This design comes from an exercise in tuning for small area, a short achievable clock period and few clock cycles on the open sky130 flow, not from production work.
At most, simulation tests tie the RTL to the original design; equivalence was not proved.
Only the layout flow was run in runs 1 and 2; the RTL was not checked for function there.
No activity file was given, so power comes from the tool's default toggle rates.

==> flow/design.v <==
package rv32cpu_type;
    typedef struct packed {
        logic   [31:0]      pc;
        logic   [31:0]      ir;
        logic   [1:0]       br_predicted;
    } instr_queue_entry_t;
    typedef struct packed {
        logic               valid;
        logic               rd_valid;
        logic               regf_we;
        logic   [4:0]       rd_s;
        logic   [31:0]      rd_v;
        logic   [31:0]      pc;
        logic               br;
        logic   [1:0]       br_predicted;
        logic               br_actual;
    } rob_entry_t;
    typedef struct packed {
        logic               valid;
        logic   [31:0]      rd_v;
        logic   [4:0]       rob_id;
    } cdb_entry_t;
    typedef struct packed {
        logic               valid;
        logic               br_en;
        logic               jalr;
        logic   [31:0]      pc_jalr;
        logic   [4:0]       rob_id;
    } br_entry_t;
    typedef struct packed {
        logic   [31:0]          inst;
        logic                   valid;  
        logic   [31:0]          pc;
        logic   [4:0]           ard_s;  
        logic   [2:0]           funct3;
        logic   [31:0]          imm;
        logic   [2:0]           funct;  
        logic   [6:0]           funct7;
        logic   [4:0]           ars1_s;
        logic   [4:0]           ars2_s;
        logic   [31:0]          rs1_val;
        logic   [31:0]          rs2_val;
        logic                   regf_we;
    } decode_t;
    typedef struct packed {
        logic         valid;
        logic [2:0]   funct3;
        logic         funct7;
        logic         rs1_renamed; 
        logic [31:0]  rs1_data;
        logic         rs2_renamed; 
        logic [31:0]  rs2_data;
        logic   [4:0] rob_id;
    } rs_entry_t;
    typedef struct packed {
        logic         valid;
        logic         committed;
        logic         resolved;
        logic [2:0]   funct3;
        logic [3:0]   mask;
        logic         rs1_renamed; 
        logic [31:0]  rs1_data;
        logic         rs2_renamed; 
        logic [31:0]  rs2_data;
        logic [11:0]  imm;
        logic   [4:0] rob_id;
    } rs_store_entry_t;
    typedef struct packed {
        logic         valid;
        logic [2:0]   funct3;
        logic         rs1_renamed; 
        logic [31:0]  rs1_data;
        logic [11:0]  imm;
        logic         store_resolved;
        logic [3:0]   store_id;
        logic   [4:0] rob_id;
    } rs_load_entry_t;
    typedef struct packed {
        logic           valid;
        logic   [63:0]  order;
        logic   [31:0]  inst;
        logic   [4:0]   rs1_addr;
        logic   [4:0]   rs2_addr;
        logic           rs1_renamed;
        logic           rs2_renamed;
        logic   [31:0]  rs1_rdata;
        logic   [31:0]  rs2_rdata;
        logic           regf_we;
        logic   [4:0]   rd_addr;
        logic   [31:0]  rd_v;
        logic   [31:0]  pc_rdata;
        logic   [31:0]  pc_wdata;
        logic   [31:0]  mem_addr;
        logic   [3:0]   mem_rmask;
        logic   [3:0]   mem_wmask;
        logic   [31:0]  mem_rdata;
        logic   [31:0]  mem_wdata;
    } monitor_t;
    typedef enum logic [2:0] {
        op_f_alu     =3'b000,
        op_f_mult    =3'b001,
        op_f_div     =3'b010,
        op_f_br      =3'b011,
        op_f_load    =3'b100,
        op_f_store   =3'b101
    } funct_t;
    typedef enum logic [6:0] {
        op_b_lui       = 7'b0110111,  
        op_b_auipc     = 7'b0010111,  
        op_b_jal       = 7'b1101111,  
        op_b_jalr      = 7'b1100111,  
        op_b_br        = 7'b1100011,  
        op_b_load      = 7'b0000011,  
        op_b_store     = 7'b0100011,  
        op_b_imm       = 7'b0010011,  
        op_b_reg       = 7'b0110011   
    } rv32i_opcode;
    typedef enum logic [2:0] {
        arith_f3_add   = 3'b000,  
        arith_f3_sll   = 3'b001,
        arith_f3_slt   = 3'b010,
        arith_f3_sltu  = 3'b011,
        arith_f3_xor   = 3'b100,
        arith_f3_sr    = 3'b101,  
        arith_f3_or    = 3'b110,
        arith_f3_and   = 3'b111
    } arith_f3_t;
    typedef enum logic [2:0]{
        mul_f3_mul     = 3'b000,
        mul_f3_mulh    = 3'b001,  
        mul_f3_mulhsu  = 3'b010,  
        mul_f3_mulhu   = 3'b011,  
        mul_f3_div     = 3'b100,
        mul_f3_divu    = 3'b101,
        mul_f3_rem     = 3'b110,  
        mul_f3_remu    = 3'b111   
    } mul_div_f3_t;
    typedef enum logic [6:0] {
        base           = 7'b0000000,
        multiply       = 7'b0000001,
        variant        = 7'b0100000
    } funct7_t;
    typedef enum logic [2:0] {
        load_f3_lb     = 3'b000,
        load_f3_lh     = 3'b001,
        load_f3_lw     = 3'b010,
        load_f3_lbu    = 3'b100,
        load_f3_lhu    = 3'b101
    } load_f3_t;
    typedef enum logic [2:0] {
        store_f3_sb    = 3'b000,
        store_f3_sh    = 3'b001,
        store_f3_sw    = 3'b010
    } store_f3_t;
    typedef enum logic [2:0] {
        branch_f3_beq  = 3'b000,
        branch_f3_bne  = 3'b001,
        branch_f3_blt  = 3'b100,
        branch_f3_bge  = 3'b101,
        branch_f3_bltu = 3'b110,
        branch_f3_bgeu = 3'b111
    } branch_f3_t;
    typedef enum logic [2:0] {
        alu_op_add     = 3'b000,
        alu_op_sll     = 3'b001,
        alu_op_sra     = 3'b010,
        alu_op_sub     = 3'b011,
        alu_op_xor     = 3'b100,
        alu_op_srl     = 3'b101,
        alu_op_or      = 3'b110,
        alu_op_and     = 3'b111
    } alu_ops;
    typedef union packed {
        logic [31:0] word;
        struct packed {
            logic [11:0] i_imm;
            logic [4:0]  rs1;
            logic [2:0]  funct3;
            logic [4:0]  rd;
            rv32i_opcode opcode;
        } i_type;
        struct packed {
            logic [6:0]  funct7;
            logic [4:0]  rs2;
            logic [4:0]  rs1;
            logic [2:0]  funct3;
            logic [4:0]  rd;
            rv32i_opcode opcode;
        } r_type;
        struct packed {
            logic [11:5] imm_s_top;
            logic [4:0]  rs2;
            logic [4:0]  rs1;
            logic [2:0]  funct3;
            logic [4:0]  imm_s_bot;
            rv32i_opcode opcode;
        } s_type;
        struct packed {
            logic [31:25] imm_b_top;
            logic [4:0] rs2;
            logic [4:0] rs1;
            logic [2:0] funct3;
            logic [11:7] imm_b_bot;
            rv32i_opcode opcode;
        } b_type;
        struct packed {
            logic [31:12] imm;
            logic [4:0]   rd;
            rv32i_opcode  opcode;
        } j_type;
        struct packed {
            logic [31:12] imm;
            logic [4:0]   rd;
            rv32i_opcode  opcode;
        } u_type;                
    } instr_t;
endpackage
module alu32
(
    input   logic   [31:0]      a, b,
    input   logic   [2:0]       op_funct3,
    input   logic               op_funct7,
    input   logic               sub,         
    output  logic   [31:0]      out
);
    logic        left, arith, lt, ltu;
    logic [31:0] bx, sum, sh_in, sh_out, sh_rev;
    logic [33:0] s;
    assign bx  = b ^ {32{sub}};
    assign s   = {1'b0, a, 1'b1} + {1'b0, bx, sub};
    assign sum = s[32:1];
    assign ltu = ~s[33];
    assign lt  = (a[31] ^ b[31]) ? a[31] : sum[31];
    assign left  = ~op_funct3[2];
    assign arith = op_funct7 & a[31];
    always_comb for (int i = 0; i < 32; i++) sh_in[i] = left ? a[31-i] : a[i];
    assign sh_out = $signed({arith & ~left, sh_in}) >>> b[4:0];
    always_comb for (int i = 0; i < 32; i++) sh_rev[i] = sh_out[31-i];
    always_comb begin
        case (op_funct3)
            3'b000: out = sum;
            3'b001: out = sh_rev;
            3'b010: out = {31'd0, lt};
            3'b011: out = {31'd0, ltu};
            3'b100: out = a ^ b;
            3'b101: out = sh_out;
            3'b110: out = a | b;
            default: out = a & b;
        endcase
    end
endmodule
module arithmetic_station
(
    input  logic clk,
    input  logic rst,
    input  logic [1:0] enqueue,
    input  logic [151:0] data_in,
    input  logic [151:0] broadcast,
    output logic [75:0] data_out,
    output logic [1:0] full
);
    logic        v, r1, r2, f7, sb;
    logic [2:0]  f3;
    logic [31:0] d1, d2;
    logic [4:0]  id;
    logic        qv;
    logic [31:0] qd;
    logic [4:0]  qt;
    logic        go;
    logic [31:0] y;
    assign go = v & ~r1 & ~r2;
    alu32 alu_0(.a(d1), .b(d2), .op_funct3(f3), .op_funct7(f7), .sub(sb), .out(y));
    always_ff @(posedge clk) begin
        if (rst) qv <= 1'b0;
        else     qv <= go;
        qd <= y;
        qt <= id;
    end
    assign data_out = {38'd0, qv, qd, qt};
    assign full[0] = v & ~go;
    assign full[1] = 1'b1;
    logic        enq;
    logic [75:0] in0;
    assign enq = enqueue[0];
    assign in0 = data_in[75:0];
    logic [3:0] h1, h2;              
    always_comb for (int j = 0; j < 4; j++) begin
        h1[j] = broadcast[38*j + 37] && broadcast[38*j +: 5] == d1[4:0];
        h2[j] = broadcast[38*j + 37] && broadcast[38*j +: 5] == d2[4:0];
    end
    logic [3:0]  s1, s2;
    logic        k1, k2;             
    assign s1 = {4{~enq & r1}} & h1;
    assign s2 = {4{~enq & r2}} & h2;
    assign k1 = ~enq & ~(r1 & |h1);
    assign k2 = ~enq & ~(r2 & |h2);
    logic [31:0] n1, n2;
    always_comb begin
        n1 = ({32{enq}} & in0[69:38]) | ({32{k1}} & d1);
        n2 = ({32{enq}} & in0[36:5])  | ({32{k2}} & d2);
        for (int j = 0; j < 4; j++) begin
            n1 = n1 | ({32{s1[j]}} & broadcast[38*j + 5 +: 32]);
            n2 = n2 | ({32{s2[j]}} & broadcast[38*j + 5 +: 32]);
        end
    end
    always_ff @(posedge clk) begin
        d1 <= n1;
        d2 <= n2;
        r1 <= enq ? in0[70] : (r1 & ~|h1);
        r2 <= enq ? in0[37] : (r2 & ~|h2);
        if (enq) begin
            f3 <= in0[74:72]; f7 <= in0[71]; id <= in0[4:0];
            sb <= (~in0[74] & in0[73]) | (in0[74:72] == 3'b000 && in0[71]);
        end
        if (rst) v <= 1'b0;
        else if (enq) v <= 1'b1;
        else if (go) v <= 1'b0;
    end
endmodule
==> flow/run.sh <==
#!/bin/bash
# synth_recipe.tcl (not shown) runs the flow's synth.tcl, then flattens the netlist and writes it again
# the make line also repeats each setting of config.mk as NAME=value (left out here)
make -C /OpenROAD-flow-scripts/flow DESIGN_CONFIG=/design/flow/config.mk WORK_HOME=/design/flow/orfs CLKGATE_MAP_FILE= SYNTH_SCRIPT=/design/flow/synth_recipe.tcl finish
==> flow/config.mk <==
export PLATFORM = sky130hd
export DESIGN_NAME = arithmetic_station
export DESIGN_NICKNAME = arithmetic_station
export VERILOG_FILES = /design/flow/design.v
export SDC_FILE = /design/flow/constraint.sdc
export NUM_CORES = 4
export LEC_CHECK = 0
export CAP_MARGIN = 20
export CORE_MARGIN = 2
export CORE_UTILIZATION = 40
export PLACE_DENSITY = 0.6
export SETUP_SLACK_MARGIN = 5
export SLEW_MARGIN = 20
==> flow/constraint.sdc <==
create_clock -name core_clock -period 11.0 [get_ports {clk}]
set_input_delay 2.2000 -clock core_clock [delete_from_list [all_inputs] [get_ports {clk}]]
set_output_delay 2.2000 -clock core_clock [all_outputs]
set_load 0.01 [all_outputs]
==> results_dict.tcl, run 1 <==
set metrics [dict create \
    dieHeight_um 177 \
    grtUsageTotal_pct 32.6 \
    synth_edf_count 10 \
    timing.fmax_ghz 0.234 \
    hp-class "register to register" \
    area_delta_synth_final_pct 28.6 \
    vias_per_cell 6.31 \
    fin_ws_ns 6.73 \
    critPathMaxStageDelay_ns 0.76 \
    num_vias 13100 \
    worstMarginPinSlew_ns 1.14 \
    post_cts_buffers 0 \
    grt_first_pass_wirelength_um 76800 \
    clock_skew_ns 0.0146 \
    crit_top_cell "nand3_1" \
    synth_warnings 2 \
    first_iter_violations 2010 \
    relSlewSlack_pct 24.0 \
    grt_overflow_total 0 \
    clockBufferDepth 2 \
    cp_max_fo 32 \
    avgRoutedWirePerCell_um 25.0 \
    tns_ns 0 \
    dpl.hpwl_um 38400 \
    stdcell_count 2070 \
    cellPowerDensity_nw_per_um2 143 \
    endpoint_kind "register" \
    maxSlewViolCount 0 \
    timing.hold.ws_ns 0.338 \
    row_count 63 \
    io_buffers 268 \
    peakVddDrop_v 0.000112 \
    clock_latency_ns 0.44 \
    post-route-period-util_pct 38.9 \
    die_area_um2 31200 \
    clk_pin_slew_ns 0.05 \
    p_leak_uw 0.00631 \
    gp_congestion 0.967 \
    critical-path-top-delay-family "simple AND/OR/NAND/NOR gates" \
    post-place-ws_ns 6.37 \
    grt_pass1_vias 12300 \
    cts_tree "done" \
    post_cts_resized 0 \
    rsz0062_at_grt "false" \
    start_util_pct 40.4 \
    drive_gt1_share_pct 9.05 \
    clockRootBuffer "clkbuf_16" \
    cp.depth 7 \
    die_w_um 177 \
    crit_type "primary input to register" \
    min_period_ns 4.27 \
    netlist_area_um2 11900 \
    wl_um 51700 \
    num-nets-final 2075 \
    yosysTopAreaCell "dfxtp_1" \
    cp_slowest_cell "nor2_4" \
    totalPowerFinal_uw 2190 \
    finalSetupViolCount 0 \
    cts_hold_buf 0 \
    ant_nets 0 \
    antenna_found_initial 1 \
    worst_setup_path_start_kind "primary input" \
    outcome "no timing/DRC/antenna violations" \
    num_antenna_cells 0 \
    cp.arrival_ns 4.63 \
    ys.flop_type "dfxtp_1" \
    hold_viol 0 \
    yosys.cell_types.count 76 \
    cts_sinks 115 \
    core_area_um2 29500 \
    worst_hold_path.num_cells 0 \
    cts_made_buffers 17 \
    grt_max_degree 82 \
    htree_levels 4 \
    synth_top_area_share_pct 17.6 \
    dr.pass1.iters 9 \
    avgSynthCellArea_um2 8.16 \
    synth_cells 1462 \
    synthTopCellsByArea "dfxtp_1, ha_1, mux4_2" \
    worst-path-buf-inv 1 \
    post-route-drc-count 0 \
    dp_cells 2038 \
    synth-async-reset-ratio_pct 0 \
    ios 386 \
    required_ns 11.35 \
    seq_area_frac_synth_pct 20.1 \
    cap_violations 0 \
    reg2reg_depth 12 \
    crit_path_cell_trace "clkdlybuf4s50_1 > xor2_1 > nor4_1 > nand3_1 > nor2_4 > a222oi_1 > nand3_1" \
    synth_seq_cells 115 \
]
-- cell families after synthesis --
kind of cell             Yosys count  share of synthesized area [%]
AO/OA/AOI/OAI                    432                           26.0
XOR/XNOR                         102                           7.49
adder cells (fa/ha/maj)          100                           10.5
buffers and inverters            225                           8.76
flip-flops                       115                           20.1
multiplexers                      90                           12.5
other                              2                         0.0630
AND/OR/NAND/NOR                  396                           14.6
-- state kept, by name, summed over array words and instances (netlist names) --
signal and cells:
d1 32, d2 32, qd 32, id 5
qt 5, f3 3, f7 1, qv 1
r1 1, r2 1, sb 1, v 1
-- area by class of cell --
| cell class | count | area (um2) |
|---|---|---|
| timing repair buffer | 299 | 2910 |
| tap | 390 | 488 |
| multi-input combinational | 1159 | 8660 |
| clock buffer | 18 | 439 |
| clock inverter | 14 | 151 |
| inverter | 75 | 282 |
| sequential | 115 | 2400 |
| fill | 2808 | 14100 |
-- report_power, final --
group          switching (uW)  leakage [uW]  internal (uW)
logic                     583       0.00505            470
registers                88.2      0.000981            485
clock network             226      0.000280            341
total                     897       0.00631           1300
-- routing by layer --
metal	GRT usage (%)	part of all wire, %	vias to the layer above
met5	0	0.023	-
met4	11.1	2.9	2
met3	7.04	12	88
met2	48.7	44	924
met1	46.4	41	6206
li1	-	-	5832
-- worst paths after layout --
path	from	endpoint	slack, ns
min	id[3]	qt[3]	0.34
min reg2reg	id[3]	qt[3]	0.34
max reg2reg	sb	qd[0]	6.79
max	broadcast[40]	d2[0]	6.73
-- synth_stat cells (all sizes together), types with 4 or more instances --
cell,instances
nand4,6
a31oi,9
o211ai,15
edfxtp,10
clkbuf,87
a211oi,11
dfxtp,105
o21ai,72
xor2,73
nor2,89
nand3,82
mux4,43
nor4,10
a221oi,13
a21oi,97
o21a,10
a22o,7
nand2b,4
and3,5
o31ai,4
a22oi,69
o22ai,5
a222oi,69
mux2,20
inv,72
mux2i,27
ha,100
a21o,13
nor3,13
nor2b,4
o221ai,8
buf,63
nand2,166
xnor2,29
or3,4
-- cell usage in the layout, fill, tap and decap left out, drive strengths merged, types with 6 or more instances in the layout --
cell type	count
a211oi	11
a21o	13
a21oi	97
a221oi	13
a222oi	69
a22o	7
a22oi	69
a31oi	9
buf	32
clkbuf	18
clkdlybuf4s50	267
clkinv	6
conb	39
dfxtp	105
edfxtp	10
ha	100
inv	77
mux2	20
mux2i	27
mux4	43
nand2	166
nand3	82
nand4	6
nor2	89
nor3	13
nor4	10
o211ai	15
o21a	10
o21ai	72
o221ai	8
xnor2	29
xor2	73
-- per-stage QoR --
step | util, % | instance area [um2]
after CTS | 52.0 | 15300
after detailed placement | 50.0 | 14700
final | 52.0 | 15300
after floorplan | - | 12100
after global placement | 50.0 | 14700
after global routing | 52.0 | 15300
==> run 2: changes to the inputs <==
==> flow/flow/run.sh (new file) <==
#!/bin/bash
# Layout flow: the standard ORFS flow (standard.sh, all steps from the
# standard synthesis to finish) with two changes made through ORFS's own
# variables:
#  - every input and output port still gets a buffer, but a
#    sky130_fd_sc_hd__buf_1 instead of the default delay-buffer cell;
#  - timing repair (after CTS and after global routing) aims for extra setup
#    slack, so the layout runs faster than the 11 ns clock it is built for.
# The full output of the flow goes to standard.log in the work folder; ORFS
# keeps each tool's own log under orfs/logs/.
set -euo pipefail
export BUFFER_PORTS_ARGS="-buffer_cell sky130_fd_sc_hd__buf_1"
export SETUP_SLACK_MARGIN=8
bash standard.sh > standard.log 2>&1
==> flow/standard.sh (new file) <==
#!/bin/bash
# synth_recipe.tcl (not shown) runs the flow's synth.tcl, then flattens the netlist and writes it again
# the make line also repeats each setting of config.mk as NAME=value (left out here)
make -C /OpenROAD-flow-scripts/flow DESIGN_CONFIG=/design/flow/config.mk WORK_HOME=/design/flow/orfs CLKGATE_MAP_FILE= SYNTH_SCRIPT=/design/flow/synth_recipe.tcl "${@:-finish}"
--- a/flow/config.mk
+++ b/flow/config.mk
@@ -9,5 +9,4 @@
 export CORE_MARGIN = 2
 export CORE_UTILIZATION = 40
 export PLACE_DENSITY = 0.6
-export SETUP_SLACK_MARGIN = 5
 export SLEW_MARGIN = 20
removed: flow/run.sh
==> results_dict.tcl, run 2 <==
set metrics [dict create \
    outcome "no timing/DRC/antenna violations" \
    worst_setup_path_start_kind "primary input" \
    num-nets-final 2130 \
    p_leak_uw 0.00664 \
    final_cell_mix "buf_1, nand2_1, ha_1" \
    critPathMaxStageDelay_ns 0.38 \
    critical-path-top-delay-family "simple AND/OR/NAND/NOR gates" \
    endpoint_kind "register" \
    peakVddDrop_v 0.000122 \
    synth-async-reset-ratio_pct 0 \
    area_delta_synth_final_pct 32.6 \
    crit_type "primary input to register" \
    dr.pass1.iters 7 \
    netlist_area_um2 11900 \
    synth_top_family_by_area "compound AO/OA/AOI/OAI gates" \
    muxShareOfSynthArea_pct 12.5 \
    crit_path_cell_trace "buf_6 > xor2_1 > nor4_2 > nand3_2 > nand4_1 > a21oi_4 > clkbuf_16 > nand2_1 > nand3_1" \
    hp-class "register to register" \
    yosysTopAreaCell "dfxtp_1" \
    synth_commonest_cells "nand2_1, dfxtp_1, ha_1" \
    synth_warnings 2 \
    grt_max_degree 52 \
    clk_pin_slew_ns 0.06 \
    cts_tree "done" \
    swShare_pct 42.1 \
    num_vias 13500 \
    ant_nets 0 \
    fillers 2765 \
    cts_made_buffers 17 \
    grtUsageTotal_pct 32.8 \
    worst-path-buf-inv 2 \
    cp.arrival_ns 3.68 \
    reg_top3 "d1 x32, d2 x32, qd x32" \
    worstMarginPinSlew_ns 1.04 \
    yosys.cell_types.count 76 \
    antenna_found_initial 2 \
    seq_power_share_pct 24.8 \
    seq_area_frac_synth_pct 20.1 \
    synth_fa_ha_area_share_pct 10.5 \
    clockBufferDepth 2 \
    die_w_um 177 \
    cellPowerDensity_nw_per_um2 151 \
    totalPowerFinal_uw 2390 \
    r2r_start "sb" \
    grt_overflow_total 0 \
    rsz0062_at_grt "true" \
    hold_start "id[0]" \
    clock_latency_ns 0.44 \
    maxSlewViolCount 0 \
    cp-startpoint "broadcast[2]" \
    cap_violations 0 \
    timing.hold.ws_ns 0.338 \
    timing.fmax_ghz 0.296 \
    p_int_uw 1380 \
    avgSynthCellArea_um2 8.16 \
    die_area_um2 31200 \
    hold_viol 0 \
    dpl.hpwl_um 37200 \
    synth_top_area_share_pct 17.6 \
    io_buffers 268 \
    cp_max_fo 16 \
    synth_most_common_cell "nand2_1" \
    synthTopCellsByArea "dfxtp_1, ha_1, mux4_2" \
    avgRoutedWirePerCell_um 25.6 \
    p_comb_share_pct 50.0 \
    first_iter_violations 1847 \
    drive_gt1_share_pct 25.1 \
    gp_congestion 1.03 \
    core_area_um2 29500 \
    cts_hold_buf 0 \
    synth_compound_area_share_pct 26.0 \
    clockRootBuffer "clkbuf_16" \
    vias_per_cell 6.34 \
    htree_levels 4 \
    synth_seq_cells 115 \
    row_count 63 \
    post-route-drc-count 0 \
    switchingPower_uw 1000 \
    start_util_pct 40.4 \
    cp_slowest_cell "nor4_2" \
    required_ns 11.30 \
    final_common_cell "buf_1" \
    cts_sinks 115 \
    tns_ns 0 \
    grt_pass1_vias 12600 \
    synth_cells 1462 \
    synth_edf_count 10 \
    power.share.clock_pct 25.2 \
    wl_um 54400 \
    finalSetupViolCount 0 \
    synth-simple-area-share_pct 14.6 \
    min_period_ns 3.38 \
    ios 386 \
    dieHeight_um 177 \
    clock_skew_ns 0.00818 \
    grt_first_pass_wirelength_um 77100 \
    ys.flop_type "dfxtp_1" \
    post-route-period-util_pct 30.7 \
    synthXorXnorAreaFrac_pct 7.49 \
    relSlewSlack_pct 30.5 \
]
-- run 2: cell counts after synthesis --
No cell type changed its count.
-- run 2: final timing paths --
| path | to | slack (ns) | cells past startpoint |
|---|---|---|---|
| worst min-delay path | qt[0] | 0.34 | 0 |
| worst min register to register | qt[0] | 0.34 | 0 |
| worst max register to register | qd[31] | 7.66 | 12 |
| worst max-delay path | d1[28] | 7.62 | 9 |
-- run 2: per-stage QoR --
stage	instances	worst slack, ns	instance area (um2)	util (%)
after global routing	2126	7.56	15800	53.6
after CTS	2108	7.65	14800	50.2
after floorplan	1499	7.63	12500	-
final	2127	7.62	15800	53.6
after global placement	2036	6.36	13200	44.8
after detailed placement	2036	6.35	13200	44.8
-- run 2: metal layers --
layer | global-route usage [%] | share of wire (%) | up-vias
met5 | 0 | 0.020 | -
met4 | 10.5 | 3.6 | 2
met3 | 8.89 | 13 | 123
met2 | 51.2 | 44 | 1029
met1 | 44.1 | 39 | 6385
li1 | - | - | 5946
-- run 2: timing repair --
item	4_1_cts	5_1_grt
gates resized for setup	157	203
cloned	8	6
setup endpoints to repair	138	134
setup buffers	32	11
pin swaps	51	61
-- run 2: power groups by stage --
stage / clock [uW] / combinational, uW / sequential, uW
after CTS: 604 / 1070 / 577
after detailed placement: 0 / 947 / 588
final: 600 / 1190 / 592
after global routing: 624 / 1270 / 596
after global placement: 0 / 940 / 586
after floorplan: 0 / 694 / 551
-- run 2: layout make-up --
| class | instances | area, um2 | share of cell area (%) |
|---|---|---|---|
| clock buffer | 19 | 453 | 2.87 |
| sequential | 115 | 2440 | 15.4 |
| antenna | 2 | 5.00 | 0.0317 |
| multi-input combinational | 1159 | 9590 | 60.7 |
| inverter | 75 | 298 | 1.88 |
| timing repair buffer | 354 | 2370 | 15.0 |
| tap | 390 | 488 | 3.09 |
| clock inverter | 13 | 170 | 1.08 |
-- run 2: cell families after synthesis --
group                      count (synthesis)
AOI/OAI and AO/OA                        432
xor gates and xnor gates                 102
adders and majority gates                100
buffers and inverters                    225
DFF                                      115
muxes                                     90
other                                      2
and+or+nand+nor                          396
==> run 3: changes to the inputs <==
--- a/flow/design.v
+++ b/flow/design.v
@@ -234,7 +234,7 @@
     assign left  = ~op_funct3[2];
     assign arith = op_funct7 & a[31];
     always_comb for (int i = 0; i < 32; i++) sh_in[i] = left ? a[31-i] : a[i];
-    assign sh_out = $signed({arith & ~left, sh_in}) >>> b[4:0];
+    assign sh_out = signed'({arith & ~left, sh_in}) >>> b[4:0];
     always_comb for (int i = 0; i < 32; i++) sh_rev[i] = sh_out[31-i];
     always_comb begin
         case (op_funct3)
@@ -259,24 +259,28 @@
     output logic [75:0] data_out,
     output logic [1:0] full
 );
+    logic [0:0]  e;                      
+    logic [0:0]  k;                      
+    assign e = 1'b0;
+    assign k = 1'b0;
+    logic [32:0] opa  [0:0];
+    logic [32:0] opb  [0:0];
+    logic [9:0]  ctl  [0:0];             
+    logic        vld  [0:0];
+    logic [37:0] res  [0:0];
     logic        v, r1, r2, f7, sb;
     logic [2:0]  f3;
     logic [31:0] d1, d2;
     logic [4:0]  id;
-    logic        qv;
-    logic [31:0] qd;
-    logic [4:0]  qt;
+    assign {r1, d1} = opa[e];
+    assign {r2, d2} = opb[e];
+    assign {f3, f7, sb, id} = ctl[e];
+    assign v = vld[e];
     logic        go;
     logic [31:0] y;
     assign go = v & ~r1 & ~r2;
     alu32 alu_0(.a(d1), .b(d2), .op_funct3(f3), .op_funct7(f7), .sub(sb), .out(y));
-    always_ff @(posedge clk) begin
-        if (rst) qv <= 1'b0;
-        else     qv <= go;
-        qd <= y;
-        qt <= id;
-    end
-    assign data_out = {38'd0, qv, qd, qt};
+    assign data_out = {38'd0, res[k]};
     assign full[0] = v & ~go;
     assign full[1] = 1'b1;
     logic        enq;
@@ -303,17 +307,13 @@
             n2 = n2 | ({32{s2[j]}} & broadcast[38*j + 5 +: 32]);
         end
     end
+    logic [9:0] ctl_in;
+    assign ctl_in = {in0[74:71], (~in0[74] & in0[73]) | (in0[74:72] == 3'b000 && in0[71]), in0[4:0]};
     always_ff @(posedge clk) begin
-        d1 <= n1;
-        d2 <= n2;
-        r1 <= enq ? in0[70] : (r1 & ~|h1);
-        r2 <= enq ? in0[37] : (r2 & ~|h2);
-        if (enq) begin
-            f3 <= in0[74:72]; f7 <= in0[71]; id <= in0[4:0];
-            sb <= (~in0[74] & in0[73]) | (in0[74:72] == 3'b000 && in0[71]);
-        end
-        if (rst) v <= 1'b0;
-        else if (enq) v <= 1'b1;
-        else if (go) v <= 1'b0;
+        opa[e] <= {enq ? in0[70] : (r1 & ~|h1), n1};
+        opb[e] <= {enq ? in0[37] : (r2 & ~|h2), n2};
+        ctl[e] <= enq ? ctl_in : {f3, f7, sb, id};
+        vld[e] <= ~rst & (enq | (v & ~go));
+        res[k] <= {~rst & go, y, id};
     end
 endmodule
--- a/flow/config.mk
+++ b/flow/config.mk
@@ -7,6 +7,6 @@
 export LEC_CHECK = 0
 export CAP_MARGIN = 20
 export CORE_MARGIN = 2
-export CORE_UTILIZATION = 40
-export PLACE_DENSITY = 0.6
+export CORE_UTILIZATION = 55
+export PLACE_DENSITY = 0.7
 export SLEW_MARGIN = 20
==> results_dict.tcl, run 3 <==
set metrics [dict create \
    post-route-period-util_pct 32.2 \
    place_area_um2 13500 \
    post-place-ws_ns 6.60 \
    crit_type "primary input to register" \
    clockBufferDepth 2 \
    cellPowerDensity_nw_per_um2 148 \
    avgRoutedWirePerCell_um 27.9 \
    drive_gt1_share_pct 30.4 \
    p_leak_uw 0.00737 \
    largest_reg_flops 38 \
    grt_overflow_total 0 \
    synth-async-reset-ratio_pct 0 \
    seq_area_frac_synth_pct 19.0 \
    die_area_um2 24200 \
    timing.fmax_ghz 0.283 \
    cp_max_fo 6 \
    cp.arrival_ns 3.83 \
    seq_area_um2 2430 \
    antenna_found_initial 4 \
    vias_per_cell 7.10 \
    synth_top_area_share_pct 16.6 \
    final_cell_mix "buf_1, a21oi_1, dfxtp_1" \
    fillers 1653 \
    dp_cells 1980 \
    cts_made_buffers 17 \
    synth_cells 1516 \
    synth_commonest_cells "nand2_1, a21oi_1, dfxtp_1" \
    reg_top3 "res x38, opa x33, opb x33" \
    clockRootBuffer "clkbuf_16" \
    die_w_um 156 \
    wl_um 58600 \
    clock_latency_ns 0.45 \
    yosysTopAreaCell "dfxtp_1" \
    fin_ws_ns 7.46 \
    grt_pass1_vias 13400 \
    totalPowerFinal_uw 2530 \
    core_area_um2 22600 \
    grt_first_pass_wirelength_um 81300 \
    reg2reg_depth 13 \
    endpoint_kind "register" \
    synth_seq_cells 115 \
    area_delta_synth_final_pct 35.0 \
    hold_viol 0 \
    yosys.cell_types.count 80 \
    hp-class "register to register" \
    final_common_cell "buf_1" \
    regMostFlops "res" \
    worstMarginPinSlew_ns 0.993 \
    gp_congestion 1.01 \
    final_design_area_no_fill_um2 17100 \
    worst_setup_path_start_kind "primary input" \
    synth_most_common_cell "nand2_1" \
    cap_violations 0 \
    synth_edf_count 10 \
    peakVddDrop_v 0.0000838 \
    synth_warnings 2 \
    relSlewSlack_pct 33.7 \
    maxSlewViolCount 0 \
    avgSynthCellArea_um2 8.35 \
    cts_tree "done" \
    finalSetupViolCount 0 \
    ios 386 \
    stdcell_count 2104 \
    ant_nets 0 \
    post-route-drc-count 0 \
    io_buffers 268 \
    row_count 55 \
    netlist_area_um2 12700 \
    first_iter_violations 2335 \
    num_vias 14900 \
    dpl.hpwl_um 38000 \
    rsz0062_at_grt "true" \
    start_util_pct 55.9 \
    ys.flop_type "dfxtp_1" \
    required_ns 11.29 \
    outcome "no timing/DRC/antenna violations" \
    grtUsageTotal_pct 44.7 \
    dr.pass1.iters 17 \
    num-nets-final 2209 \
    clk_pin_slew_ns 0.07 \
    clock_skew_ns 0.0191 \
    grt_max_degree 43 \
    dieHeight_um 156 \
    tns_ns 0 \
    synthTopCellsByArea "dfxtp_1, ha_1, mux4_2" \
    multi_input_area_um2 10600 \
    min_period_ns 3.54 \
    worst_hold_path.num_cells 0 \
    htree_levels 4 \
    cts_sinks 115 \
]
## run 3: changes by cell type in the layout (fill, tap and decap cells not counted), sizes merged, moves of 6 or more
cell / change
nor2: -13
a221oi: -7
mux2i: +13
a21o: +8
buf: +28
nand2: -14
mux2: +8
a22oi: +6
nand2b: +7
inv: +13
o211ai: +14
a21oi: +14
## run 3: per-stage QoR
step,hold WS [ns],utilization [%]
finish,0.346,75.4
global placement,0.325,59.5
global route,0.367,75.4
CTS,0.349,68.8
detailed placement,0.330,59.5
floorplan,0.323,-
## run 3: cell type report
type	count	share of cell area (%)
diodes	5	0.0732
clock buffers	17	2.49
clock inverters	15	1.03
inverters	81	1.86
multi-input cells	1200	62.3
flip-flops and latches	115	14.2
well taps	285	2.09
repair buffers	386	15.9
## run 3: where the power goes
part	total, uW	switching, uW	internal [uW]
Combinational	1350	752	595
Sequential	597	111	487
Clock	586	277	308
Total	2530	1140	1390
## run 3: critical path, stage by stage
cell	delay [ns]
buf_6	0.10
xor2_1	0.20
nor4_1	0.09
nand3_1	0.14
buf_4	0.15
nor2_4	0.04
buf_12	0.14
buf_12	0.14
a222oi_1	0.49
nand3_2	0.13
## run 3: cells by family after synthesis
kind of cell | synth area share (%)
AOI/OAI and AO/OA | 25.9
and+or+nand+nor | 13.9
buffers and inverters | 10.4
muxes | 14.1
DFF | 19.0
adders and majority gates | 9.89
xor gates and xnor gates | 6.71
other | 0.0593
## run 3: routing by layer
metal  vias to the layer above  wire length [um]  track usage [%]
li1                       6244                 -                -
met1                      6947             20100             56.8
met2                      1401             25000             68.0
met3                       351              8110             11.1
met4                         2              5330             28.4
met5                         -                13                0
## run 3: path summary, 6_finish.rpt
kind | startpoint | endpoint | slack [ns]
worst min-delay path | ctl[0][1] | res[0][1] | 0.35
worst max register to register | ctl[0][5] | res[0][36] | 7.63
worst min register to register | ctl[0][1] | res[0][1] | 0.35
worst max-delay path | broadcast[76] | opa[0][11] | 7.46
## run 3: repair_timing
item                       CTS  global route
resized for setup          244           247
setup endpoints to repair  137           132
cloned                      11             7
pin swaps                   94            85
hold buffers                 0             0
setup buffers               42            27
Testbench counts of run 3, summed over its fixed seeds: cycles 48,072.
==> run 4: changes to the inputs <==
--- a/flow/flow/run.sh
+++ b/flow/flow/run.sh
@@ -10,5 +10,5 @@
 # keeps each tool's own log under orfs/logs/.
 set -euo pipefail
 export BUFFER_PORTS_ARGS="-buffer_cell sky130_fd_sc_hd__buf_1"
-export SETUP_SLACK_MARGIN=8
+export SETUP_SLACK_MARGIN=7.5
 bash standard.sh > standard.log 2>&1
==> results_dict.tcl, run 4 <==
set metrics [dict create \
    cp_max_fo 27 \
    cp-startpoint "enqueue[0]" \
    clock_latency_ns 0.44 \
    yosys.cell_types.count 80 \
    grt_overflow_total 0 \
    dieHeight_um 156 \
    grt_first_pass_wirelength_um 75000 \
    row_count 55 \
    reg2reg_depth 10 \
    synth_most_common_cell "nand2_1" \
    outcome "no timing/DRC/antenna violations" \
    timing.fmax_ghz 0.283 \
    cts_tree "done" \
    crit_path_cell_trace "buf_2 > buf_12 > nand2b_4 > nor2_4 > buf_6 > a222oi_1 > nand3_1" \
    largest_reg_flops 38 \
    die_w_um 156 \
    drive_gt1_share_pct 10.8 \
    netlist_area_um2 12700 \
    reg_top3 "res x38, opa x33, opb x33" \
    relSlewSlack_pct 38.1 \
    crit_type "primary input to register" \
    finalSetupViolCount 0 \
    synth_seq_cells 115 \
    worst_setup_path_start_kind "primary input" \
    first_iter_violations 2459 \
    cap_violations 0 \
    fin_ws_ns 7.47 \
    yosysTopAreaCell "dfxtp_1" \
    ios 386 \
    vias_per_cell 6.81 \
    gp_congestion 1.01 \
    synth-async-reset-ratio_pct 0 \
    critPathMaxStageDelay_ns 0.53 \
    peakVddDrop_v 0.000117 \
    synth_cells 1516 \
    die_area_um2 24200 \
    clk_pin_slew_ns 0.06 \
    hold_start "ctl[0][2]" \
    area_delta_synth_final_pct 13.9 \
    num-nets-final 2136 \
    dpl.hpwl_um 37100 \
    hold_viol 0 \
    grtUsageTotal_pct 40.9 \
    min_period_ns 3.53 \
    post-route-period-util_pct 32.1 \
    synth_edf_count 10 \
    synthTopCellsByArea "dfxtp_1, ha_1, mux4_2" \
    synth_warnings 2 \
    post-place-ws_ns 6.56 \
    post-route-drc-count 0 \
    final_cell_mix "buf_1, nand2_1, a21oi_1" \
    final_common_cell "buf_1" \
    cellPowerDensity_nw_per_um2 154 \
    cp.arrival_ns 3.82 \
    cts_sinks 115 \
    worstMarginPinSlew_ns 0.928 \
    antenna_found_initial 2 \
    htree_levels 4 \
    seq_area_frac_synth_pct 19.0 \
    regMostFlops "res" \
    worstHoldEndpoint "res[0][2]" \
    avgSynthCellArea_um2 8.35 \
    required_ns 11.28 \
    endpoint_kind "register" \
    r2r_start "ctl[0][9]" \
    r2r-end "res[0][34]" \
    tns_ns 0 \
    hp-class "register to register" \
    ant_nets 0 \
    cts_made_buffers 17 \
    ys.flop_type "dfxtp_1" \
    cp_slowest_cell "a222oi_1" \
    critical-path-top-delay-family "buffers and inverters" \
    grt_max_degree 69 \
    r2r_setup_slack_ns 7.54 \
    clock_skew_ns 0.0176 \
    rsz0062_at_grt "true" \
    grt_pass1_vias 12400 \
    io_buffers 268 \
    p_leak_uw 0.00595 \
    wl_um 51500 \
    clockRootBuffer "clkbuf_16" \
    clockBufferDepth 2 \
    cts_hold_buf 0 \
    maxSlewViolCount 0 \
    core_area_um2 22600 \
    synth_top_area_share_pct 16.6 \
    dr.pass1.iters 13 \
    start_util_pct 55.9 \
    synth_commonest_cells "nand2_1, a21oi_1, dfxtp_1" \
    num_vias 13800 \
    worst-path-buf-inv 3 \
    worst_hold_path.num_cells 0 \
    avgRoutedWirePerCell_um 25.4 \
]
run 4: cell types whose count changed in the layout (fill, tap and decap cells not counted), sizes merged:
cell      delta
buf         -55
clkbuf      -13
bufbuf       -4
diode        -3
bufinv       +2
inv          -2
a21oi        -1
clkinv       -1
clkinvlp     +1
run 4: repair_timing:
item | in CTS | in global routing
gates cloned | 1 | 2
pin swaps | 4 | 19
setup buffers | 2 | 8
gates resized for setup | 19 | 32
setup endpoints to repair | 87 | 74
run 4: cells by family (layout without fill, tap and decap cells):
kind of cell,Yosys count,after routing,synth area share [%]
mux,115,115,14.1
flops,115,115,19.0
buf+inv,239,427,10.4
other cells,2,41,0.0593
fa+ha+maj,100,100,9.89
compound gates,461,461,25.9
xor+xnor,97,97,6.71
simple gates,387,387,13.9
run 4: stage by stage:
stage	util, %	hold slack (ns)	cell area [um2]	power [uW]	instances
2_1_floorplan	-	0.323	12800	1260	1553
3_3_place_gp	59.4	0.324	13400	1540	1981
3_5_place_dp	59.4	0.327	13400	1550	1981
4_1_cts	62.6	0.341	14200	2160	2016
5_1_grt	63.7	0.354	14400	2320	2028
6_report	63.7	0.341	14400	2210	2028
run 4: layout make-up:
cell class | count | area (um2)
diodes | 2 | 5.00
clock buffers | 17 | 425
clock inverters | 15 | 185
fillers | 2074 | 8230
inverters | 81 | 318
multi-input cells | 1199 | 9200
flip-flops and latches | 115 | 2410
well taps | 285 | 357
repair buffers | 314 | 1510
run 4: power breakdown:
part	total (uW)	internal [uW]	switching [uW]	leakage [uW]
clock	600	345	256	0.000298
sequential	581	485	96.1	0.000980
combinational	1030	419	614	0.00468
run 4: how the worst max path moves through the flow:
| stage | cells past startpoint | to | slack [ns] |
|---|---|---|---|
| floorplan | 7 | opb[0][14] | 7.52 |
| global placement | 7 | opb[0][12] | 6.55 |
| detailed placement | 7 | opb[0][12] | 6.56 |
| CTS | 7 | opa[0][12] | 7.46 |
| global route | 10 | res[0][34] | 7.41 |
| finish | 7 | opa[0][12] | 7.47 |
run 4: routing by layer:
layer | track usage, % | up-vias | part of all wire [%]
met2 | 61.5 | 1091 | 43
li1 | - | 6070 | -
met4 | 19.4 | 0 | 5.7
met5 | 0 | - | 0
met3 | 9.11 | 180 | 13
met1 | 55.7 | 6471 | 37
run 4: worst register-to-register path: cells and delay by family, from the launching register on:
| family | cells | cell delay (ns) |
|---|---|---|
| flops | 1 | 0.36 |
| simple gates | 2 | 0.17 |
| compound gates | 4 | 1.16 |
| mux | 2 | 0.86 |
| buf+inv | 2 | 0.75 |
==> run 5: changes to the inputs <==
--- a/flow/design.v
+++ b/flow/design.v
@@ -292,28 +292,30 @@
         h1[j] = broadcast[38*j + 37] && broadcast[38*j +: 5] == d1[4:0];
         h2[j] = broadcast[38*j + 37] && broadcast[38*j +: 5] == d2[4:0];
     end
-    logic [3:0]  s1, s2;
+    logic        fr;                 
+    logic        c1, c2;             
     logic        k1, k2;             
-    assign s1 = {4{~enq & r1}} & h1;
-    assign s2 = {4{~enq & r2}} & h2;
-    assign k1 = ~enq & ~(r1 & |h1);
-    assign k2 = ~enq & ~(r2 & |h2);
+    assign fr = ~v | go;
+    assign c1 = r1 & |h1;
+    assign c2 = r2 & |h2;
+    assign k1 = ~fr & ~c1;
+    assign k2 = ~fr & ~c2;
     logic [31:0] n1, n2;
     always_comb begin
-        n1 = ({32{enq}} & in0[69:38]) | ({32{k1}} & d1);
-        n2 = ({32{enq}} & in0[36:5])  | ({32{k2}} & d2);
+        n1 = ({32{fr}} & in0[69:38]) | ({32{k1}} & d1);
+        n2 = ({32{fr}} & in0[36:5])  | ({32{k2}} & d2);
         for (int j = 0; j < 4; j++) begin
-            n1 = n1 | ({32{s1[j]}} & broadcast[38*j + 5 +: 32]);
-            n2 = n2 | ({32{s2[j]}} & broadcast[38*j + 5 +: 32]);
+            n1 = n1 | ({32{~fr & r1 & h1[j]}} & broadcast[38*j + 5 +: 32]);
+            n2 = n2 | ({32{~fr & r2 & h2[j]}} & broadcast[38*j + 5 +: 32]);
         end
     end
     logic [9:0] ctl_in;
     assign ctl_in = {in0[74:71], (~in0[74] & in0[73]) | (in0[74:72] == 3'b000 && in0[71]), in0[4:0]};
     always_ff @(posedge clk) begin
-        opa[e] <= {enq ? in0[70] : (r1 & ~|h1), n1};
-        opb[e] <= {enq ? in0[37] : (r2 & ~|h2), n2};
-        ctl[e] <= enq ? ctl_in : {f3, f7, sb, id};
-        vld[e] <= ~rst & (enq | (v & ~go));
+        opa[e] <= {fr ? in0[70] : r1 & ~c1, n1};
+        opb[e] <= {fr ? in0[37] : r2 & ~c2, n2};
+        ctl[e] <= fr ? ctl_in : {f3, f7, sb, id};
+        vld[e] <= ~rst & (enq | ~fr);
         res[k] <= {~rst & go, y, id};
     end
 endmodule
==> results_dict.tcl, run 5 <==
set metrics [dict create \
    hold_start "ctl[0][2]" \
    required_ns 11.29 \
    ios 386 \
    timing.fmax_ghz 0.283 \
    min_period_ns 3.54 \
    start_util_pct 56.2 \
    relSlewSlack_pct 25.2 \
    num-nets-final 2130 \
    largest_reg_flops 38 \
    num_vias 13700 \
    worstMarginPinSlew_ns 1.12 \
    die_w_um 154 \
    regMostFlops "res" \
    synth_warnings 2 \
    cp.arrival_ns 3.83 \
    cp_slowest_cell "a222oi_1" \
    endpoint_kind "register" \
    worst_hold_path.num_cells 0 \
    maxSlewViolCount 0 \
    synthTopCellsByArea "dfxtp_1, ha_1, mux4_2" \
    grt_max_degree 78 \
    peakVddDrop_v 0.0000980 \
    outcome "no timing/DRC/antenna violations" \
    grt_first_pass_wirelength_um 76000 \
    yosys.cell_types.count 83 \
    r2r_setup_slack_ns 7.60 \
    reg_top3 "res x38, opa x33, opb x33" \
    cts_tree "done" \
    gp_congestion 1.02 \
    r2r_start "ctl[0][7]" \
    clock_latency_ns 0.43 \
    critPathMaxStageDelay_ns 0.57 \
    cellPowerDensity_nw_per_um2 170 \
    clk_pin_slew_ns 0.06 \
    synth-async-reset-ratio_pct 0 \
    grt_pass1_vias 12700 \
    seq_area_frac_synth_pct 19.5 \
    htree_levels 4 \
    final_common_cell "buf_1" \
    avgSynthCellArea_um2 8.09 \
    drive_gt1_share_pct 10.6 \
    cts_sinks 115 \
    worst_setup_path_start_kind "primary input" \
    synth_most_common_cell "nand2_1" \
    post-route-period-util_pct 32.2 \
    dr.pass1.iters 12 \
    dpl.hpwl_um 37000 \
    synth_edf_count 10 \
    hold_viol 0 \
    synth_seq_cells 115 \
    die_area_um2 23700 \
    synth_commonest_cells "nand2_1, a21oi_1, dfxtp_1" \
    netlist_area_um2 12300 \
    cp_max_fo 32 \
    dieHeight_um 154 \
    first_iter_violations 1929 \
    row_count 54 \
    reg2reg_depth 8 \
    tns_ns 0 \
    ys.flop_type "dfxtp_1" \
    wl_um 51300 \
    yosysTopAreaCell "dfxtp_1" \
    ant_nets 0 \
    r2r-end "res[0][18]" \
    cts_made_buffers 17 \
    crit_type "primary input to register" \
    core_area_um2 22000 \
    post-place-ws_ns 6.78 \
    p_leak_uw 0.00594 \
    finalSetupViolCount 0 \
    cap_violations 0 \
    crit_path_cell_trace "clkbuf_2 > xor2_1 > nor4_1 > and3_1 > and3_4 > buf_12 > a222oi_1 > nand3_1" \
    place_area_um2 13200 \
    grt_overflow_total 0 \
    io_buffers 268 \
    synth_top_area_share_pct 17.0 \
    area_delta_synth_final_pct 14.9 \
    cts_hold_buf 0 \
    post-route-drc-count 0 \
    fin_ws_ns 7.46 \
    final_cell_mix "buf_1, nand2_1, a21oi_1" \
    final_design_area_no_fill_um2 14200 \
    clockBufferDepth 2 \
    clock_skew_ns 0.0114 \
    hp-class "register to register" \
    clockRootBuffer "clkbuf_16" \
    synth_cells 1525 \
    worstHoldEndpoint "res[0][2]" \
    vias_per_cell 6.78 \
    rsz0062_at_grt "true" \
    avgRoutedWirePerCell_um 25.4 \
    grtUsageTotal_pct 41.9 \
    antenna_found_initial 2 \
]
-- run 5: cells by family after synthesis --
logic type	synth area share, %
flops	19.5
buf+inv	9.28
compound gates	27.5
simple gates	14.3
fa+ha+maj	10.1
other cells	0.0608
xor+xnor	7.10
mux	12.2
-- run 5: what timing repair did --
item	4_1_cts	5_1_grt
pin swaps	5	13
cloned	2	2
gates resized for setup	25	46
endpoints found under the setup margin	63	74
buffers inserted	5	3
-- run 5: power breakdown --
group / switching, uW / leakage (uW) / internal, uW
clock: 235 / 0.000269 / 318
sequential: 113 / 0.000987 / 498
combinational: 754 / 0.00468 / 489
total: 1100 / 0.00594 / 1310
-- run 5: metrics by stage --
step | power [uW] | util, % | hold slack [ns] | instances
after CTS | 2350 | 63.5 | 0.343 | 2010
after global placement | 1770 | 60.0 | 0.323 | 1971
after floorplan | 1410 | - | 0.323 | 1562
after detailed placement | 1780 | 60.0 | 0.329 | 1971
final | 2410 | 64.6 | 0.342 | 2017
after global routing | 2530 | 64.6 | 0.345 | 2017
-- run 5: critical path, delay by kind of cell --
family,cells,cell delay [ns]
AOI/OAI and AO/OA,1,0.57
and+or+nand+nor,4,0.61
buffers and inverters,2,0.27
xor gates and xnor gates,1,0.16
-- run 5: layout make-up --
type / instances / area [um2]
diodes: 2 / 5.00
clock buffers: 18 / 439
clock inverters: 14 / 129
fillers: 1972 / 7780
inverters: 75 / 283
multi-input cells: 1209 / 9090
flip-flops and latches: 115 / 2410
well taps: 280 / 350
repair buffers: 304 / 1480
-- run 5: worst max-delay path by stage --
stage	slack (ns)	end	start
after floorplan	7.44	opb[0][10]	broadcast[76]
after global placement	6.75	opb[0][2]	broadcast[76]
after detailed placement	6.78	opb[0][2]	broadcast[79]
after CTS	7.47	opb[0][24]	broadcast[1]
after global routing	7.33	opb[0][24]	broadcast[79]
final	7.46	opb[0][24]	broadcast[40]
-- run 5: routing by layer --
metal	vias to the layer above	wire length (um)	global-route usage, %
li1	6071	-	-
met1	6336	19700	56.2
met2	1098	22200	63.6
met4	0	2970	20.9
met5	-	0	0
met3	173	6460	9.67
Testbench counts of run 5, summed over its fixed seeds: cycles 48,072.
==> run 6: changes to the inputs <==
--- a/flow/config.mk
+++ b/flow/config.mk
@@ -8,5 +8,6 @@
 export CAP_MARGIN = 20
 export CORE_MARGIN = 2
 export CORE_UTILIZATION = 55
+export CTS_BUF_LIST = sky130_fd_sc_hd__clkbuf_8
 export PLACE_DENSITY = 0.7
 export SLEW_MARGIN = 20
==> results_dict.tcl, run 6 <==
set metrics [dict create \
    post-route-drc-count 0 \
    totalPowerFinal_uw 2250 \
    rsz0062_at_grt "true" \
    finalSetupViolCount 0 \
    largest_reg_flops 38 \
    muxShareOfSynthArea_pct 12.2 \
    outcome "no timing/DRC/antenna violations" \
    tns_ns 0 \
    ys.flop_type "dfxtp_1" \
    final_cell_mix "buf_1, nand2_1, a21oi_1" \
    core_area_um2 22000 \
    min_period_ns 3.48 \
    p_leak_uw 0.00580 \
    yosys.cell_types.count 83 \
    clockBufferDepth 2 \
    cts_hold_buf 0 \
    worst_setup_path_start_kind "register" \
    synth_top_area_share_pct 17.0 \
    seq_power_share_pct 27.1 \
    cellPowerDensity_nw_per_um2 162 \
    relSlewSlack_pct 25.7 \
    synth-async-reset-ratio_pct 0 \
    grt_overflow_total 0 \
    grt_first_pass_wirelength_um 75200 \
    avgSynthCellArea_um2 8.09 \
    die_area_um2 23700 \
    yosysTopAreaCell "dfxtp_1" \
    clockRootBuffer "clkbuf_8" \
    row_count 54 \
    synthXorXnorAreaFrac_pct 7.10 \
    synth_cells 1525 \
    num_vias 13700 \
    crit_path_cell_trace "mux2i_1 > mux4_2 > and2_1 > o31ai_1 > mux2i_1 > nor2_1 > a211o_1 > o211a_1" \
    cp.arrival_ns 3.89 \
    swShare_pct 48.0 \
    synth_edf_count 10 \
    utilization_pct 63.4 \
    cts_sinks 115 \
    final_common_cell "buf_1" \
    gp_congestion 1.02 \
    regMostFlops "res" \
    area_delta_synth_final_pct 12.9 \
    grt_max_degree 78 \
    synth-simple-area-share_pct 14.3 \
    hold_viol 0 \
    synth_fa_ha_area_share_pct 10.1 \
    cp_max_fo 14 \
    dieHeight_um 154 \
    synth_compound_area_share_pct 27.5 \
    p_comb_share_pct 55.0 \
    worstMarginPinSlew_ns 1.11 \
    peakVddDrop_v 0.0000945 \
    hp-class "register to register" \
    vias_per_cell 6.81 \
    synth_most_common_cell "nand2_1" \
    synth_top_family_by_area "compound AO/OA/AOI/OAI gates" \
    endpoint_kind "register" \
    cts_tree "done" \
    netlist_area_um2 12300 \
    dr.pass1.iters 14 \
    post-route-period-util_pct 31.6 \
    antenna_found_initial 1 \
    stdcell_count 2016 \
    clock_skew_ns 0.0159 \
    post-place-ws_ns 6.78 \
    synthTopCellsByArea "dfxtp_1, ha_1, mux4_2" \
    ios 386 \
    clk_pin_slew_ns 0.08 \
    cts_made_buffers 17 \
    synth_seq_cells 115 \
    required_ns 11.41 \
    timing.fmax_ghz 0.287 \
    cp_slowest_cell "dfxtp_1" \
    seq_area_frac_synth_pct 19.5 \
    maxSlewViolCount 0 \
    dpl.hpwl_um 37000 \
    cap_violations 0 \
    grt_pass1_vias 12700 \
    wl_um 51400 \
    synth_commonest_cells "nand2_1, a21oi_1, dfxtp_1" \
    power.share.clock_pct 17.9 \
    start_util_pct 56.2 \
    p_int_uw 1170 \
    first_iter_violations 2123 \
    clock_latency_ns 0.48 \
    crit_type "register to register" \
    num-nets-final 2130 \
    grtUsageTotal_pct 41.5 \
    htree_levels 4 \
    critPathMaxStageDelay_ns 0.89 \
    drive_gt1_share_pct 10.1 \
    fillers 2007 \
    reg_top3 "res x38, opa x33, opb x33" \
    crit_top_cell "mux2i_1" \
    die_w_um 154 \
    io_buffers 268 \
    avgRoutedWirePerCell_um 25.5 \
    synth_warnings 2 \
    ant_nets 0 \
    fin_ws_ns 7.52 \
    switchingPower_uw 1080 \
    dp_cells 1971 \
]
[run 6: cell families (layout without fill, tap and decap cells)]
group / after synthesis / after routing
AO/OA/AOI/OAI: 472 / 472
XOR/XNOR: 100 / 100
adder cells (fa/ha/maj): 100 / 100
buffers and inverters: 238 / 411
flip-flops: 115 / 115
multiplexers: 104 / 104
other: 2 / 40
AND/OR/NAND/NOR: 394 / 394
[run 6: path summary, 6_finish.rpt]
kind,from,to,slack (ns),cells after the start
setup / recovery,opa[0][2],res[0][11],7.52,8
hold / removal,ctl[0][4],res[0][4],0.35,0
setup reg to reg,opa[0][2],res[0][11],7.52,8
hold reg to reg,ctl[0][4],res[0][4],0.35,0
[run 6: final cells by class]
| type | count | area, um2 | area share, % |
|---|---|---|---|
| antenna | 1 | 2.50 | 0.0180 |
| clock buffer | 18 | 248 | 1.78 |
| clock inverter | 14 | 129 | 0.925 |
| inverter | 75 | 283 | 2.03 |
| multi-input combinational | 1209 | 9040 | 64.9 |
| sequential | 115 | 2410 | 17.3 |
| tap | 280 | 350 | 2.51 |
| timing repair buffer | 304 | 1470 | 10.5 |
[run 6: power groups by stage]
stage               combinational (uW)  clock (uW)  sequential, uW
finish                            1240         402             610
global placement                  1160           0             612
detailed placement                1170           0             614
floorplan                          838           0             575
CTS                               1180         402             602
global route                      1340         419             615
[run 6: worst max-delay path: cells and delay by family (launching register included)]
| family | cells | cell delay [ns] |
|---|---|---|
| mux | 3 | 1.20 |
| compound gates | 3 | 0.92 |
| flops | 1 | 0.89 |
| simple gates | 2 | 0.41 |
[run 6: what timing repair did]
item / 4_1_cts / 5_1_grt
cloned: 0 / 5
pin swaps: 2 / 11
gates resized for setup: 18 / 38
setup buffers: 3 / 4
endpoints found under the setup margin: 59 / 68
[run 6: metrics by stage]
step | hold WS, ns | cell area (um2)
after floorplan | 0.323 | 12500
after global placement | 0.323 | 13200
after detailed placement | 0.329 | 13200
after CTS | 0.346 | 13700
after global routing | 0.351 | 13900
final | 0.348 | 13900
[run 6: layer usage]
metal	vias up	wire length (um)	global-route usage, %
li1	6076	-	-
met1	6379	19500	55.8
met2	1121	22200	63.1
met3	155	6900	9.24
met4	0	2820	20.2
met5	-	0	0
==> run 7: changes to the inputs <==
==> flow/run.sh (new file) <==
#!/bin/bash
# synth_recipe.tcl (not shown) runs the flow's synth.tcl, then flattens the netlist and writes it again
# the make line also repeats each setting of config.mk as NAME=value (left out here)
make -C /OpenROAD-flow-scripts/flow DESIGN_CONFIG=/design/flow/config.mk WORK_HOME=/design/flow/orfs CLKGATE_MAP_FILE= SYNTH_SCRIPT=/design/flow/synth_recipe.tcl finish
--- a/flow/config.mk
+++ b/flow/config.mk
@@ -10,4 +10,5 @@
 export CORE_UTILIZATION = 55
 export CTS_BUF_LIST = sky130_fd_sc_hd__clkbuf_8
 export PLACE_DENSITY = 0.7
+export SETUP_SLACK_MARGIN = 5
 export SLEW_MARGIN = 20
removed: flow/flow/run.sh
removed: flow/standard.sh
==> results_dict.tcl, run 7 <==
set metrics [dict create \
    outcome "no timing/DRC/antenna violations" \
    hold_viol 0 \
    row_count 54 \
    num-nets-final 2116 \
    reg_top3 "res x38, opa x33, opb x33" \
    die_area_um2 23700 \
    start_util_pct 56.2 \
    clk_pin_slew_ns 0.08 \
    maxSlewViolCount 0 \
    die_w_um 154 \
    worst_hold_path.num_cells 0 \
    synth_cells 1525 \
    synth_edf_count 10 \
    first_iter_violations 2518 \
    dpl.hpwl_um 38100 \
    core_area_um2 22000 \
    crit_path_cell_trace "clkdlybuf4s50_1 > xor2_1 > nor4_1 > and3_1 > nor4_1 > inv_1 > a21oi_4 > nand2_1 > nand3_1" \
    ys.flop_type "dfxtp_1" \
    critical-path-top-delay-family "simple AND/OR/NAND/NOR gates" \
    clock_skew_ns 0.0241 \
    synth_top_area_share_pct 17.0 \
    vias_per_cell 6.99 \
    critPathMaxStageDelay_ns 0.82 \
    cts_made_buffers 17 \
    synth_warnings 2 \
    worst-path-buf-inv 2 \
    tns_ns 0 \
    grt_max_degree 77 \
    grt_overflow_total 0 \
    required_ns 11.40 \
    worstMarginPinSlew_ns 1.02 \
    cellPowerDensity_nw_per_um2 158 \
    synth_seq_cells 115 \
    totalPowerFinal_uw 2430 \
    grtUsageTotal_pct 42.9 \
    drive_gt1_share_pct 7.55 \
    clock_latency_ns 0.48 \
    ios 386 \
    cts_hold_buf 0 \
    grt_pass1_vias 12900 \
    r2r_setup_slack_ns 6.79 \
    clockBufferDepth 2 \
    crit_top_cell "nor4_1" \
    yosysTopAreaCell "dfxtp_1" \
    post-route-drc-count 0 \
    cp.depth 9 \
    gp_congestion 1.05 \
    dr.pass1.iters 9 \
    crit_type "primary input to register" \
    reg2reg_depth 8 \
    grt_first_pass_wirelength_um 77300 \
    peakVddDrop_v 0.000106 \
    yosys.cell_types.count 83 \
    synth-async-reset-ratio_pct 0 \
    netlist_area_um2 12300 \
    num_vias 14000 \
    relSlewSlack_pct 31.8 \
    dieHeight_um 154 \
    post_cts_buffers 0 \
    seq_area_frac_synth_pct 19.5 \
    synthTopCellsByArea "dfxtp_1, ha_1, mux4_2" \
    cap_violations 0 \
    final_common_cell "clkdlybuf4s50_1" \
    regMostFlops "res" \
    area_delta_synth_final_pct 24.4 \
    post-route-period-util_pct 40.9 \
    worst_setup_path_start_kind "primary input" \
    endpoint_kind "register" \
    min_period_ns 4.50 \
    wl_um 52800 \
    finalSetupViolCount 0 \
    avgRoutedWirePerCell_um 26.3 \
    cp_slowest_cell "a21oi_4" \
    post_cts_resized 0 \
    avgSynthCellArea_um2 8.09 \
    rsz0062_at_grt "false" \
    htree_levels 4 \
    synth_commonest_cells "nand2_1, a21oi_1, dfxtp_1" \
    io_buffers 268 \
    antenna_found_initial 4 \
    ant_nets 0 \
    cp_max_fo 32 \
    timing.fmax_ghz 0.222 \
    p_leak_uw 0.00640 \
    clockRootBuffer "clkbuf_8" \
    final_cell_mix "clkdlybuf4s50_1, nand2_1, a21oi_1" \
    cts_tree "done" \
    largest_reg_flops 38 \
    synth_most_common_cell "nand2_1" \
    cts_sinks 115 \
    cp.arrival_ns 4.90 \
    hp-class "register to register" \
]
## run 7: changes by cell type in the layout (fill, tap and decap cells not counted), sizes merged, moves of 2 or more
cell | previous run | this run
clkdlybuf4s50 | 0 | 268
diode | 1 | 4
buf | 285 | 22
bufinv | 1 | 5
clkbuf | 37 | 17
clkinvlp | 4 | 2
clkinv | 8 | 6
## run 7: power breakdown
group / total [uW] / switching (uW) / internal, uW / leakage, uW
clock: 492 / 219 / 272 / 0.000229
sequential: 617 / 120 / 497 / 0.000987
combinational: 1320 / 751 / 568 / 0.00519
## run 7: layout make-up
class | instances | area [um2]
multi-input combinational | 1209 | 8990
fill | 1883 | 6610
timing repair buffer | 290 | 2850
sequential | 115 | 2400
tap | 280 | 350
inverter | 75 | 282
clock buffer | 17 | 234
clock inverter | 15 | 230
antenna | 4 | 10.0
## run 7: cell families after synthesis
family / count (synthesis) / share of synthesized area (%)
mux: 104 / 12.2
compound gates: 472 / 27.5
simple gates: 394 / 14.3
flops: 115 / 19.5
other cells: 2 / 0.0608
xor+xnor: 100 / 7.10
fa+ha+maj: 100 / 10.1
buf+inv: 238 / 9.28
## run 7: path summary, 6_finish.rpt
check,to,startpoint
worst max-delay path,opb[0][12],broadcast[76]
worst min-delay path,res[0][4],ctl[0][4]
worst max register to register,res[0][6],ctl[0][9]
worst min register to register,res[0][4],ctl[0][4]
## run 7: metal layers
layer	GRT usage, %	part of all wire, %	vias up
li1	-	-	6048
met1	55.8	36	6510
met2	65.1	43	1229
met3	11.4	15	234
met4	22.8	6.0	0
met5	0	0	-
## run 7: per-stage QoR
stage | cells | area (um2) | util, % | worst slack [ns] | hold WS [ns]
floorplan | 1562 | 12500 | - | 7.33 | 0.323
global route | 2005 | 15300 | 69.9 | 6.42 | 0.360
finish | 2005 | 15300 | 69.9 | 6.50 | 0.349
detailed placement | 1969 | 14900 | 67.7 | 6.16 | 0.330
CTS | 2001 | 15300 | 69.8 | 6.64 | 0.352
global placement | 1969 | 14900 | 67.7 | 6.16 | 0.325

-- separate check: timing with driven ports --
In the flow no input, the clock included, has a driving cell. The finished layouts below were timed again as built, in two steps.
Step 1 (the two cells are an assumption about what drives the block):
set clk [get_ports {clk}]
set_driving_cell -lib_cell sky130_fd_sc_hd__clkbuf_16 $clk
set_driving_cell -lib_cell sky130_fd_sc_hd__buf_2 [delete_from_list [all_inputs] $clk]
Step 2 adds t to the input delays and takes it off the output delays; t is the mean of the earliest and latest rising clock arrival at the registers after step 1. Input paths then give back, and output paths get back, about the clock's delay inside the block.
Slacks: ideal / step 1 / step 2; pairs: ideal / step 1.
run | shift t [ns] | setup WS [ns] | worst setup path at the end | worst register clock-pin slew, ns | cell pins on the clock port's net
run 1 | 0.484 | 6.726 / 6.748 / 6.263 | input to register | 0.07 / 0.07 | 1
run 2 | 0.485 | 7.619 / 7.625 / 7.150 | input to register | 0.06 / 0.06 | 1
run 3 | 0.487 | 7.460 / 7.474 / 6.987 | input to register | 0.08 / 0.08 | 1
run 4 | 0.477 | 7.468 / 7.496 / 7.018 | input to register | 0.07 / 0.07 | 1
run 5 | 0.474 | 7.461 / 7.485 / 7.012 | input to register | 0.07 / 0.07 | 1
run 6 | 0.515 | 7.519 / 7.499 / 7.009 | input to register | 0.09 / 0.09 | 1
run 7 | 0.521 | 6.497 / 6.512 / 5.991 | input to register | 0.10 / 0.10 | 1
After both steps every run listed still meets setup and hold. The setup slack of run 6, which loses most, moves by -0.020 ns with the drivers and by -0.510 ns with both steps.
